This design comes from an exercise in tuning for small area and a short achievable clock period on the open sky130 flow, not from production work. Function was checked by simulation only, so behaviour that the tests miss may differ from the original. Power and IR drop assume default switching activity.

v6:
==> flow/design.v (excerpt) <==
module konya(DIN, Resetn, Clock, Run, Done, BusWires);
	input [15:0] DIN;
	input Resetn, Clock, Run;
	output Done;
	output [15:0] BusWires;
	reg [1:0] Tstep;
	reg L, b0;             
	reg [2:0] W, Y;        
	reg dsel;              
	reg dn;                
	reg Done;
	reg [15:0] R [0:7];
	reg [15:0] A;
	reg [15:0] BR;         
	reg zf;                
	reg gnew;              
	wire t0 = (Tstep == 2'd0);
	wire t1 = (Tstep == 2'd1);
	wire t2 = (Tstep == 2'd2);
	wire [2:0] op = DIN[15:13];
	wire [2:0] x = DIN[12:10];
	wire [2:0] y = DIN[9:7];
	wire op_mvi = (op == 3'd1);
	wire op_add = (op == 3'd2) | (op == 3'd3);
	wire op_st  = (op == 3'd4) | (op == 3'd5);
	wire op_nz  = (op == 3'd6);
	wire op_long = op_add | (op == 3'd7);
	wire [15:0] nd, nb;
	konya_nand2 bus_d [15:0] (.a(DIN), .b({16{dsel}}), .y(nd));
	konya_nand2 bus_b [15:0] (.a(BR), .b({16{dn}}), .y(nb));
	konya_nand2 bus_o [15:0] (.a(nd), .b(nb), .y(BusWires));
	wire zf_now = gnew ? ~|BR : zf;
	reg [1:0] Tn;
	reg dsel_n, Done_n;
	always @(*) begin
		Tn = 2'd0; dsel_n = 1'b1; Done_n = 1'b0;
		case (Tstep)
			2'd0: if (Run) begin
				Tn = 2'd1;
				Done_n = ~op_long;
				dsel_n = op_mvi | (op == 3'd7) | (op_nz & ~zf_now);
			end
			2'd1: if (L) begin
				Tn = 2'd2;
				dsel_n = 1'b0;
			end
			2'd2: begin
				Tn = 2'd3;
				dsel_n = ~b0; Done_n = b0;
			end
			2'd3: ;
		endcase
	end
	always @(posedge Clock, negedge Resetn)
		if (!Resetn) begin
			Tstep <= 2'd0; dsel <= 1'b1; dn <= 1'b0; Done <= 1'b0;
		end else begin
			Tstep <= Tn; dsel <= dsel_n; dn <= ~dsel_n; Done <= Done_n;
		end
	wire [2:0] ridx = t0 ? ((op_add | op_st) ? x : y) : Y;
	wire [7:0] rsel = {8{~t2}} & (8'd1 << ridx);
	wire [16:0] c;
	assign c[0] = 1'b0;
	genvar k;
	generate for (k = 0; k < 16; k = k + 1) begin : add
		assign c[k+1] = (A[k] & BR[k]) | (c[k] & (A[k] ^ BR[k]));
	end endgenerate
	wire [15:0] gv = A ^ BR ^ (c[15:0] & {16{b0}});
	wire [15:0] BRn;
	konya_andor9 rd (.sel({t2, rsel}),
		.d({gv, R[7], R[6], R[5], R[4], R[3], R[2], R[1], R[0]}), .q(BRn));
	always @(posedge Clock) begin
		if (t0) begin
			L  <= op_long;
			b0 <= op_add;
			W  <= op_st ? y : x;
			Y  <= y;
		end
		if (Done)
			R[W] <= BusWires;
		if (t1 & L & b0)
			A <= BR;
		BR <= BRn;
		gnew <= t2;
		zf <= zf_now;
	end
endmodule
For scale: about 450 cells after synthesis, ~180 flip-flops, roughly 36 I/O pins.
==> flow/config.mk <==
export PLATFORM = sky130hd
export DESIGN_NAME = konya
export DESIGN_NICKNAME = konya
export VERILOG_FILES = /design/flow/design.v
export SDC_FILE = /design/flow/constraint.sdc
export NUM_CORES = 4
export LEC_CHECK = 0
export CAP_MARGIN = 5
export CORE_MARGIN = 2
export CORE_UTILIZATION = 40
export CTS_BUF_LIST = sky130_fd_sc_hd__clkbuf_8
export CTS_CLUSTER_DIAMETER = 80
export CTS_CLUSTER_SIZE = 30
export SETUP_SLACK_MARGIN = 3.22
export SLEW_MARGIN = 5
export SYNTH_HIERARCHICAL = 1
export SYNTH_MINIMUM_KEEP_SIZE = 0
==> flow/constraint.sdc <==
create_clock -name core_clock -period 6.0 [get_ports {Clock}]
set_input_delay 1.2000 -clock core_clock [delete_from_list [all_inputs] [get_ports {Clock}]]
set_output_delay 1.2000 -clock core_clock [all_outputs]
set_load 0.01 [all_outputs]
standard.sh (not shown) runs the stock make flow with config.mk's settings and CLKGATE_MAP_FILE= SYNTH_SCRIPT=/design/flow/synth_recipe.tcl, a recipe that flattens the netlist after the stock synthesis.
==> flow/flow/run.sh <==
#!/bin/bash
set -euo pipefail
bash standard.sh \
  "CTS_ARGS=-sink_clustering_enable -repair_clock_nets -dont_use_dummy_load -sink_clustering_size 30 -sink_clustering_max_diameter 80 -buf_list sky130_fd_sc_hd__clkbuf_8" \
  finish > standard.log 2>&1
Modified inputs, v7 compared to v6
- changing SLEW_MARGIN from 5 to 20
- changing CAP_MARGIN from 5 to 20
- changing SETUP_SLACK_MARGIN from 3.22 to 3.3
==> flow/flow/run.sh <==
#!/bin/bash
# The standard layout (standard.sh: the ORFS flow, with the standard
# synthesis), with three changes to how the layout is made:
#  - the port buffers are buf_4 cells instead of the delay cells that
#    buffer_ports picks by default,
#  - the timing repair may resize a cell to one with another footprint,
#  - clock tree synthesis adds no dummy loads.
# make's own output goes to standard.log; each ORFS step keeps its log
# under orfs/logs.
set -euo pipefail
bash standard.sh \
  "BUFFER_PORTS_ARGS=-buffer_cell sky130_fd_sc_hd__buf_4" \
  "MATCH_CELL_FOOTPRINT=0" \
  "CTS_ARGS=-sink_clustering_enable -repair_clock_nets -dont_use_dummy_load -sink_clustering_size 30 -sink_clustering_max_diameter 80 -buf_list sky130_fd_sc_hd__clkbuf_8" \
  finish > standard.log 2>&1
### Flow results
Diff v6 -> v7: clock skew has decreased, arrival time of data at the critical path endpoint has increased, data required time at the worst endpoint has increased.
v7 reports its worst-path cell with the longest stage delay as a222oi_1 while v6 reports buf_4.
Looking at maximum resistive drop on vdd across both flows, v7 is the stronger of the two, with v6 trailing.
Taking v6 as the reference, in v7 final critical-path setup slack fell by 0.0059 ns; flip-flop and latch share of the layout cell area lower; clock share of power shows a reduction of 0.6 points; worst hold slack closely matched the old numbers; critical path depth increased by 4 relative to the old numbers.
Reported for v7 and v6, clock-buffer cell count turned out identical to the last digit.
Between v7 and v6, the count of pins over their slew limit figures differ only marginally.

-- afterwards: timing with drivers on the ports --
In the flow no input, the clock included, has a driving cell. The finished layouts below were timed again as built, in two steps.
Step 1: set_driving_cell puts a clkbuf_16 on Clock and a buf_2 on each other input, an assumption about the parent block.
Step 2 times the ports against the registers' clock, not the clock port: input delays grow and output delays shrink by t, the midpoint of the rising clock arrivals with the driver on.
Three values: ideal, step 1, step 2; two values: the first two.
run	t (ns)	setup slack, ns	worst setup path at the end
v6	0.478	3.207 / 3.177 / 2.809	input to register
v7	0.483	3.201 / 3.178 / 2.712	input to register
After both steps every run listed still meets setup and hold. For v7, which loses most, drivers alone change the setup slack by -0.023 ns; drivers and shift together by -0.489 ns.
